What follows belongs to an exercise in optimizing a design on an open flow for small area; a production flow would make more cautious choices. At most, simulation tests tie the RTL to the original design; equivalence was not proved. Power is estimated from default activity; no workload was simulated.

Setup of lagoon:
Design flash_bus, start of the top module:
module flash_bus #(
	parameter NUM_OF_CHIPS 			= 4,
	parameter CMD_FIFO_DATA_WIDTH 	= 72,
	parameter WR_FIFO_DATA_WIDTH 	= 128,
	parameter RD_FIFO_DATA_WIDTH 	= 136,
	parameter RSLT_FIFO_DATA_WIDTH 	= 26,
	parameter PERIOD 				= 8,
	parameter PAGE_SIZE_WIDTH		= 15
 )
 (
	input 	i_clk,
	input 	i_rst,
        output o_top_bus_active,
        input i_recording_en,
        input i_disp_cmd_req,
        output o_disp_cmd_ack,
        input [CMD_FIFO_DATA_WIDTH-1:0] i_disp_cmd_data,
        output o_disp_rsp_req,
        input i_disp_rsp_ack,
        input i_disp_rsp_listening,
        output [RSLT_FIFO_DATA_WIDTH-1:0] o_disp_rsp_data,
        output [NUM_OF_CHIPS-1:0] o_disp_chip_active,
        output o_disp_wr_buffer_rsvd,
        output o_disp_rd_buffer_rsvd,
        input [15:0] i_adc_sample_fifo_data,
        input        i_adc_sample_fifo_almost_empty,
        input        i_adc_sample_fifo_empty,
        output       o_adc_sample_fifo_re,
        input        i_adc_sample_fifo_valid,
        output [12:0] o_wr_buffer_addr,
        input  [15:0] i_wr_buffer_data,
        output [12:0] o_rd_buffer_addr,
        output [15:0] o_rd_buffer_data,
        output        o_rd_buffer_we,
	output	[0:31]						o_cyclecount_sum,
	input								i_cyclecount_reset,
	input	[0:7]						i_cyclecount_start,
	input	[0:7]						i_cyclecount_end,
        output o_adc_master_record,
	input 	[7:0] 						i_bus_data,
	output 	[7:0]	 					o_bus_data,
	output		 						o_bus_data_tri_n,
	output 								o_bus_we_n,
	output 								o_bus_re_n,
	output [NUM_OF_CHIPS-1:0] 					o_bus_ces_n,
	output 								o_bus_cle,
	output 								o_bus_ale,
        output [NUM_OF_CHIPS-1:0] o_chip_exists
 );
Settings: LEC_CHECK=0, CAP_MARGIN=20, CORE_MARGIN=2, CORE_UTILIZATION=40, SETUP_SLACK_MARGIN=0.4, SLEW_MARGIN=20; clock period 8.0 ns.
standard.sh (not shown) runs the stock make flow with config.mk's settings and CLKGATE_MAP_FILE= SYNTH_SCRIPT=/design/flow/synth_recipe.tcl, a recipe that flattens the netlist after the stock synthesis.
==> flow/flow/run.sh <==
#!/bin/bash
# Layout flow: the standard flow (standard synthesis netlist structure and
# registers, floorplan, power grid, placement, CTS, routing) with changes that
# only affect how the combinational logic is mapped and buffered:
#  - ABC maps the combinational logic with an area-oriented script
#    (flow/abc_area.script) instead of ORFS's delay-oriented one; the
#    registers Yosys creates are the same;
#  - the input and output ports get sky130_fd_sc_hd__buf_1 port buffers
#    instead of the default clkdlybuf4s50_1;
#  - clock tree synthesis uses smaller clock buffers and no dummy loads.
# The full make output goes to flow_make.log in the work folder; each ORFS step
# also keeps its own log under orfs/logs/.
set -euo pipefail
WORK=$(pwd)
SCRIPTS="$WORK/orfs_scripts"
rm -rf "$SCRIPTS"
cp -r "$FLOW_HOME/scripts" "$SCRIPTS"
if [[ -f flow/abc_area.script ]]; then
  cp flow/abc_area.script "$SCRIPTS/abc_speed.script"
fi
bash standard.sh \
  "SCRIPTS_DIR=$SCRIPTS" \
  "BUFFER_PORTS_ARGS=-buffer_cell sky130_fd_sc_hd__buf_1" \
  "CTS_ARGS=-sink_clustering_enable -repair_clock_nets -dont_use_dummy_load -sink_clustering_size 14 -sink_clustering_max_diameter 60 -buf_list sky130_fd_sc_hd__clkbuf_8" \
  finish > flow_make.log 2>&1
==> flow/flow/abc_area.script <==
strash
&get -n
&deepsyn -J 30 -T 300
&put
dch -f
amap
lagoon reached the final stage; the timing, DRC and antenna checks on its layout passed.
The inputs of willow differ from those of lagoon as listed below.
==> flow/flow/abc_area.script <==
strash
dc2
dch -f
amap
strash
dc2
dch -f
amap
topo
dnsize -c
--- a/flow/config.mk
+++ b/flow/config.mk
@@ -10,3 +10,3 @@
 export CORE_UTILIZATION = 40
-export SETUP_SLACK_MARGIN = 0.4
+export SETUP_SLACK_MARGIN = 0.3
 export SLEW_MARGIN = 20
==> comparison <==
- willow and lagoon ended up with roughly the same flip-flop and latch area.
- willow vs lagoon, cell count went up by 4.9%.
- Compared with lagoon, in willow number of tap cells added at floorplan increased by 9 relative to the old numbers, worst hold path depth closely matched the old numbers, post-CTS setup buffer count closely matched the old numbers.
- Width of the die (higher): willow

Starting RTL as in the previous note.
## flash_bus
module flash_bus #(
	parameter NUM_OF_CHIPS 			= 4,
	parameter CMD_FIFO_DATA_WIDTH 	= 72,
	parameter WR_FIFO_DATA_WIDTH 	= 128,
	parameter RD_FIFO_DATA_WIDTH 	= 136,
	parameter RSLT_FIFO_DATA_WIDTH 	= 26,
	parameter PERIOD 				= 8,
	parameter PAGE_SIZE_WIDTH		= 15
 )
 (
	input 	i_clk,
	input 	i_rst,
        output o_top_bus_active,
        input i_recording_en,
        input i_disp_cmd_req,
        output o_disp_cmd_ack,
        input [CMD_FIFO_DATA_WIDTH-1:0] i_disp_cmd_data,
        output o_disp_rsp_req,
        input i_disp_rsp_ack,
        input i_disp_rsp_listening,
        output [RSLT_FIFO_DATA_WIDTH-1:0] o_disp_rsp_data,
        output [NUM_OF_CHIPS-1:0] o_disp_chip_active,
        output o_disp_wr_buffer_rsvd,
        output o_disp_rd_buffer_rsvd,
        input [15:0] i_adc_sample_fifo_data,
        input        i_adc_sample_fifo_almost_empty,
        input        i_adc_sample_fifo_empty,
        output       o_adc_sample_fifo_re,
        input        i_adc_sample_fifo_valid,
        output [12:0] o_wr_buffer_addr,
        input  [15:0] i_wr_buffer_data,
        output [12:0] o_rd_buffer_addr,
        output [15:0] o_rd_buffer_data,
        output        o_rd_buffer_we,
	output	[0:31]						o_cyclecount_sum,
	input								i_cyclecount_reset,
	input	[0:7]						i_cyclecount_start,
	input	[0:7]						i_cyclecount_end,
        output o_adc_master_record,
	input 	[7:0] 						i_bus_data,
	output 	[7:0]	 					o_bus_data,
	output		 						o_bus_data_tri_n,
	output 								o_bus_we_n,
	output 								o_bus_re_n,
	output [NUM_OF_CHIPS-1:0] 					o_bus_ces_n,
	output 								o_bus_cle,
	output 								o_bus_ale,
        output [NUM_OF_CHIPS-1:0] o_chip_exists
 );
==> flow/config.mk <==
export PLATFORM = sky130hd
export DESIGN_NAME = flash_bus
export DESIGN_NICKNAME = flash_bus
export VERILOG_FILES = /design/flow/design.v
export SDC_FILE = /design/flow/constraint.sdc
export NUM_CORES = 4
export LEC_CHECK = 0
export CAP_MARGIN = 20
export CORE_MARGIN = 2
export CORE_UTILIZATION = 40
export SLEW_MARGIN = 20
==> flow/constraint.sdc <==
create_clock -name core_clock -period 8.0 [get_ports {i_clk}]
set_input_delay 1.6000 -clock core_clock [delete_from_list [all_inputs] [get_ports {i_clk}]]
set_output_delay 1.6000 -clock core_clock [all_outputs]
set_load 0.01 [all_outputs]
==> flow/flow/run.sh <==
#!/bin/bash
# Layout flow: the standard flow (standard synthesis netlist structure and
# registers, floorplan, power grid, placement, CTS, routing) with changes that
# only affect how the combinational logic is mapped and buffered:
#  - ABC maps the combinational logic with an area-oriented script
#    (flow/abc_area.script) instead of ORFS's delay-oriented one; the
#    registers Yosys creates are the same;
#  - the input and output ports get sky130_fd_sc_hd__buf_1 port buffers
#    instead of the default clkdlybuf4s50_1;
#  - clock tree synthesis uses smaller clock buffers and no dummy loads.
# The full make output goes to flow_make.log in the work folder; each ORFS step
# also keeps its own log under orfs/logs/.
set -euo pipefail
WORK=$(pwd)
SCRIPTS="$WORK/orfs_scripts"
rm -rf "$SCRIPTS"
cp -r "$FLOW_HOME/scripts" "$SCRIPTS"
if [[ -f flow/abc_area.script ]]; then
  cp flow/abc_area.script "$SCRIPTS/abc_speed.script"
fi
bash standard.sh \
  "SCRIPTS_DIR=$SCRIPTS" \
  "BUFFER_PORTS_ARGS=-buffer_cell sky130_fd_sc_hd__buf_1" \
  "CTS_ARGS=-sink_clustering_enable -repair_clock_nets -dont_use_dummy_load -sink_clustering_size 18 -sink_clustering_max_diameter 70 -buf_list sky130_fd_sc_hd__clkbuf_8" \
  finish > flow_make.log 2>&1
==> flow/flow/abc_area.script <==
strash
&get -n
&deepsyn -T 20
&put
dch -f
amap
==> next run, changes <==
--- a/flow/flow/run.sh
+++ b/flow/flow/run.sh
@@ -24 +24 @@
-  "CTS_ARGS=-sink_clustering_enable -repair_clock_nets -dont_use_dummy_load -sink_clustering_size 18 -sink_clustering_max_diameter 70 -buf_list sky130_fd_sc_hd__clkbuf_8" \
+  "CTS_ARGS=-sink_clustering_enable -repair_clock_nets -dont_use_dummy_load -sink_clustering_size 28 -sink_clustering_max_diameter 70 -buf_list sky130_fd_sc_hd__clkbuf_16" \
==> flow/flow/abc_area.script (replaced) <==
strash
dc2
dch -f
amap
strash
dc2
dch -f
amap
topo
dnsize -c
- SETUP_SLACK_MARGIN: unset -> 0.3
What happened: The new run ran to the end with no violations. Clock skew falls by 9.3 ps. Clock-buffer cell count falls by 7. Wire length rises by 3.1%.
==> next run, changes <==
--- a/flow/flow/run.sh
+++ b/flow/flow/run.sh
@@ -24 +24 @@
-  "CTS_ARGS=-sink_clustering_enable -repair_clock_nets -dont_use_dummy_load -sink_clustering_size 28 -sink_clustering_max_diameter 70 -buf_list sky130_fd_sc_hd__clkbuf_16" \
+  "CTS_ARGS=-sink_clustering_enable -repair_clock_nets -dont_use_dummy_load -sink_clustering_size 14 -sink_clustering_max_diameter 60 -buf_list sky130_fd_sc_hd__clkbuf_8" \
- SETUP_SLACK_MARGIN: 0.3 -> unset
Result: Routed wire length drops slightly; hold slack gains 6.3 ps; global-route usage drops by 0.27 points; core utilization drops by 0.55 points; sequential cell count is unchanged; worst setup slack loses 110 ps; clock-buffer cell count climbs by 16; first-iteration DRC count drops by about a fifth.
==> next run, changes <==
==> flow/flow/abc_area.script (replaced) <==
strash
&get -n
&deepsyn -T 20
&put
dch -f
amap
- SETUP_SLACK_MARGIN: unset -> 0.4
What happened: Sequential share of layout area increases by 0.32 points. Synthesized area goes down by 0.54%. Cell area fell by 0.59%. Global-route usage hardly moves. Via count drops by 2.0%. Utilization decreases by 0.12 points. Non-clock buffer count decreases by 4. Worst setup slack is better by 50 ps.
==> next run, changes <==
==> flow/flow/abc_area.script (replaced) <==
strash
dc2
dch -f
amap
strash
dc2
dch -f
amap
topo
dnsize -c
- CORE_UTILIZATION: 40 -> 55
- SETUP_SLACK_MARGIN: 0.4 -> 0.3
The changed run finished with timing, DRC and antenna clean.
Power is lower by 46%.
Clock power stays flat.
First-iteration DRC count stays flat.
Non-clock buffer count is higher by 18.
Clock skew is lower by 75 ps.
Routed wire length is lower by 3.1%.
Sequential share of layout area stays flat.
Synthesized area is higher by 0.54%.
Utilization is higher by 17 points.
Worst hold slack is better by 7.1 ps.

== 01-19 ==
Another version of the RTL of flash_bus (not shown whole).
Size in the first run: ~2400 cells after synthesis, roughly 270 I/O pins, about 29000 sq um of cells after synthesis.
clock: 8.0 ns
lec_check: 0
cap_margin: 20
core_margin: 2
core_utilization: 40
slew_margin: 20
==> flow/flow/run.sh <==
#!/bin/bash
# Layout flow: the standard flow (standard synthesis netlist structure and
# registers, floorplan, power grid, placement, CTS, routing) with changes that
# only affect how the combinational logic is mapped and buffered:
#  - ABC maps the combinational logic with an area-oriented script
#    (flow/abc_area.script) instead of ORFS's delay-oriented one; the
#    registers Yosys creates are the same;
#  - the input and output ports get sky130_fd_sc_hd__buf_1 port buffers
#    instead of the default clkdlybuf4s50_1;
#  - clock tree synthesis uses smaller clock buffers and no dummy loads.
# The full make output goes to flow_make.log in the work folder; each ORFS step
# also keeps its own log under orfs/logs/.
set -euo pipefail
WORK=$(pwd)
SCRIPTS="$WORK/orfs_scripts"
rm -rf "$SCRIPTS"
cp -r "$FLOW_HOME/scripts" "$SCRIPTS"
if [[ -f flow/abc_area.script ]]; then
  cp flow/abc_area.script "$SCRIPTS/abc_speed.script"
fi
bash standard.sh \
  "SCRIPTS_DIR=$SCRIPTS" \
  "BUFFER_PORTS_ARGS=-buffer_cell sky130_fd_sc_hd__buf_1" \
  "CTS_ARGS=-sink_clustering_enable -repair_clock_nets -dont_use_dummy_load -sink_clustering_size 14 -sink_clustering_max_diameter 60 -buf_list sky130_fd_sc_hd__clkbuf_8" \
  finish > flow_make.log 2>&1
==> flow/flow/abc_area.script <==
strash
&get -n
&deepsyn -T 20
&put
dch -f
amap
Completing all stages was not enough for 01-19: its layout failed the final checks because of negative setup slack.
### 01-19 -> 12-16
-- flow/flow/run.sh --
<<< 01-19, line 22
  "SCRIPTS_DIR=$SCRIPTS" \
  "BUFFER_PORTS_ARGS=-buffer_cell sky130_fd_sc_hd__buf_1" \
  "CTS_ARGS=-sink_clustering_enable -repair_clock_nets -dont_use_dummy_load -sink_clustering_size 14 -sink_clustering_max_diameter 60 -buf_list sky130_fd_sc_hd__clkbuf_8" \
  finish > flow_make.log 2>&1
>>> 12-16, line 22
  "SCRIPTS_DIR=$SCRIPTS" \
  "BUFFER_PORTS_ARGS=-buffer_cell sky130_fd_sc_hd__buf_1" \
  "CTS_ARGS=-sink_clustering_enable -repair_clock_nets -dont_use_dummy_load -sink_clustering_size 18 -sink_clustering_max_diameter 45 -buf_list sky130_fd_sc_hd__clkbuf_8" \
  finish > flow_make.log 2>&1
## What came out
- 12-16: flow complete, layout not clean; failing: negative setup slack
- Status: share of power burned in combinational logic parity (12-16, 01-19)
- Between 12-16 and 01-19, the endpoint arrival time on the critical path figures differ only marginally.
- Between 01-19 and 12-16, the flow reports total power increasing by a few percent.
- The lower via count of 12-16 and 01-19 is in 01-19.
No run of this note included a check of the RTL's function; only the layout flow was run.

job 589:
flash_bus, a different RTL version from the one above (not shown whole).
Size: about 2200 cells after synthesis, roughly 660 flip-flops, roughly 270 I/O pins, ~29000 um^2 of cells after synthesis.
Settings: LEC_CHECK=0, CAP_MARGIN=20, CORE_MARGIN=2, CORE_UTILIZATION=65, PLACE_DENSITY=0.75, SETUP_SLACK_MARGIN=0.2, SLEW_MARGIN=20; clock period 8.0 ns.
==> flow/flow/run.sh <==
#!/bin/bash
# Layout flow: the standard flow (standard synthesis netlist structure and
# registers, floorplan, power grid, placement, CTS, routing) with changes that
# only affect how the combinational logic is mapped and buffered:
#  - ABC maps the combinational logic with an area-oriented script
#    (flow/abc_area.script) instead of ORFS's delay-oriented one; the
#    registers Yosys creates are the same;
#  - the input and output ports get sky130_fd_sc_hd__buf_1 port buffers
#    instead of the default clkdlybuf4s50_1;
#  - clock tree synthesis uses smaller clock buffers and no dummy loads.
# The full make output goes to flow_make.log in the work folder; each ORFS step
# also keeps its own log under orfs/logs/.
set -euo pipefail
WORK=$(pwd)
SCRIPTS="$WORK/orfs_scripts"
rm -rf "$SCRIPTS"
cp -r "$FLOW_HOME/scripts" "$SCRIPTS"
if [[ -f flow/abc_area.script ]]; then
  cp flow/abc_area.script "$SCRIPTS/abc_speed.script"
fi
bash standard.sh \
  "SCRIPTS_DIR=$SCRIPTS" \
  "BUFFER_PORTS_ARGS=-buffer_cell sky130_fd_sc_hd__buf_1" \
  "CTS_ARGS=-sink_clustering_enable -repair_clock_nets -dont_use_dummy_load -sink_clustering_size 16 -sink_clustering_max_diameter 60 -buf_list sky130_fd_sc_hd__clkbuf_8" \
  finish > flow_make.log 2>&1
==> flow/flow/abc_area.script <==
strash
&get -n
&deepsyn -J 30 -T 300
&dch -f
&nf -p
&put
The following lists how job 3835 was set up differently from job 589:
Settings: PLACE_DENSITY: 0.75 -> 0.85; CORE_UTILIZATION: 65 -> 75.
==> comparison <==
Delta(actual transition at the worst max-transition pin, job 3835 - job 589) > 0. Job 3835 ended up with fewer standard cells than job 589. Re buffer count excluding the clock tree in the final layout: job 3835 and job 589 aren't equal, and the lower value belongs to job 3835. Job 3835 ends up with a synthesis-to-finish area growth that is 0.41 points lower than in job 589. Job 3835 ended up with a lower post-route met1 wirelength than job 589 did. Synthesized-area fraction occupied by ao, oa, aoi and oai cells came out exactly the same in job 3835 and job 589. Per the comparison of job 3835 with job 589, wire length saw an increase; hold slack saw little to no change. Top routing layer in use = met5: job 3835; top routing layer in use = met4: job 589. When the final numbers for job 3835 and job 589 were put side by side, the clock period minus worst slack turned out to be smaller in job 589.
The inputs of job 9498 differ from those of job 3835 as listed below.
Settings: CORE_UTILIZATION: 75 -> 65; PLACE_DENSITY: 0.85 -> 0.75; SETUP_SLACK_MARGIN: 0.2 -> 0.4.
diff --git a/flow/flow/run.sh b/flow/flow/run.sh
--- a/flow/flow/run.sh
+++ b/flow/flow/run.sh
@@ -22,4 +22,4 @@
   "SCRIPTS_DIR=$SCRIPTS" \
   "BUFFER_PORTS_ARGS=-buffer_cell sky130_fd_sc_hd__buf_1" \
-  "CTS_ARGS=-sink_clustering_enable -repair_clock_nets -dont_use_dummy_load -sink_clustering_size 16 -sink_clustering_max_diameter 60 -buf_list sky130_fd_sc_hd__clkbuf_8" \
+  "CTS_ARGS=-sink_clustering_enable -repair_clock_nets -dont_use_dummy_load -sink_clustering_size 14 -sink_clustering_max_diameter 60 -buf_list sky130_fd_sc_hd__clkbuf_8" \
   finish > flow_make.log 2>&1
==> flow/flow/abc_area.script <==
strash
&get -n
&deepsyn -J 30 -T 300
&put
dch -f
amap
Notes after the runs:
Job 9498 completed; timing, DRC and antenna clean
For power per standard cell area, job 9498 and job 3835 come out practically identical.
Against job 3835, job 9498 comes in 2.4 points higher on complex-gate fraction of the synthesized area.
Re average wire per standard cell: job 9498 is about 3.5% down on job 3835.
Delta (job 9498 minus job 3835): clock network latency to the later pin of the worst-skew pair went up by 0.03 ns; utilization of the core after routing fell 11 points; all-layer global routing usage shrank by 5.5 points; power climbed 1.6%; core footprint increased 6300 um^2.
--- input diff job 9498..job 7534 ---
Settings: a change of SETUP_SLACK_MARGIN from 0.4 to 0.2.
==> flow/flow/abc_area.script <==
strash
&get -n
&deepsyn -J 30 -T 300
&dch -f
&nf -p -R 1000
&put
Findings:
- Going from job 9498 to job 7534, required time at the endpoint of the critical path now sits higher, final core area utilization shows an increase of 0.89 points, total setup buffers inserted after CTS shows an increase of 2.
- Worst-skew pair later-pin latency essentially unchanged between job 7534 and job 9498.
- Reported for job 7534 and job 9498, number of endpoints failing setup at the final stage turned out identical to the last digit.
- Taking job 9498 as the reference, in job 7534 met1 wire length shows a reduction of about 0.4%, worst clock skew on the final layout shows a reduction of 0.027 ns.
#### Input delta (job 8620 over job 7534)
==> flow/flow/abc_area.script <==
strash
&get -n
&deepsyn -J 30 -T 300
&dch -f
&nf -p
&put
==> comparison <==
- The fraction of met1 tracks used by global routing of job 8620 is lower than that of job 7534.
- The global-route usage was comparable across job 8620 and job 7534.
- Job 8620 vs job 7534 on wire length: job 8620 is the lower one.
- In the flow results for job 8620 and job 7534, the synthesized cell count is smaller on job 7534.
- Run comparison: job 7534 worst setup path startpoint busSM.sb_cc_valid[1]; job 8620 worst setup path startpoint busSM.sb_cc_valid[2]
- Job 8620 — total power consumption of the routed design about 1.9% lower, job 7534 as reference
- Diff job 7534 -> job 8620: area of the die did not really move, global-route wire length before repair went down.

## static timing again, ports no longer ideal
In the flow no input, the clock included, has a driving cell. The finished layouts below were timed again as built, in two steps.
Step 1, drivers: a clkbuf_16 drives i_clk and a buf_2 each remaining input, both assumed.
Step 2 times the ports against the registers' clock, not the clock port: input delays grow and output delays shrink by t, the midpoint of the rising clock arrivals with the driver on.
a / b / c = no drivers / after step 1 / after step 2; a / b = the first two.
run | t, ns | setup WS [ns] | worst data-port slew with drivers (ns)
lagoon | 0.717 | 0.230 / 0.230 / 0.230 | 0.11
willow | 0.733 | 0.437 / 0.437 / 0.437 | 0.10
the first run of note 2 | 0.706 | 0.341 / 0.341 / 0.341 | 0.09
the second run of note 2 | 0.627 | 0.428 / 0.428 / 0.428 | 0.10
the third run of note 2 | 0.712 | 0.313 / 0.313 / 0.313 | 0.08
the fourth run of note 2 | 0.746 | 0.364 / 0.364 / 0.364 | 0.09
the fifth run of note 2 | 0.709 | 0.310 / 0.310 / 0.310 | 0.08
01-19 | 0.698 | -0.348 / -0.348 / -0.348 | 0.08
12-16 | 0.731 | -0.332 / -0.332 / -0.332 | 0.08
job 589 | 0.706 | 0.697 / 0.697 / 0.697 | 0.07
job 3835 | 0.695 | 0.539 / 0.539 / 0.539 | 0.08
job 9498 | 0.720 | 0.325 / 0.325 / 0.325 | 0.09
job 7534 | 0.716 | 0.452 / 0.452 / 0.452 | 0.09
job 8620 | 0.715 | 0.761 / 0.761 / 0.761 | 0.07
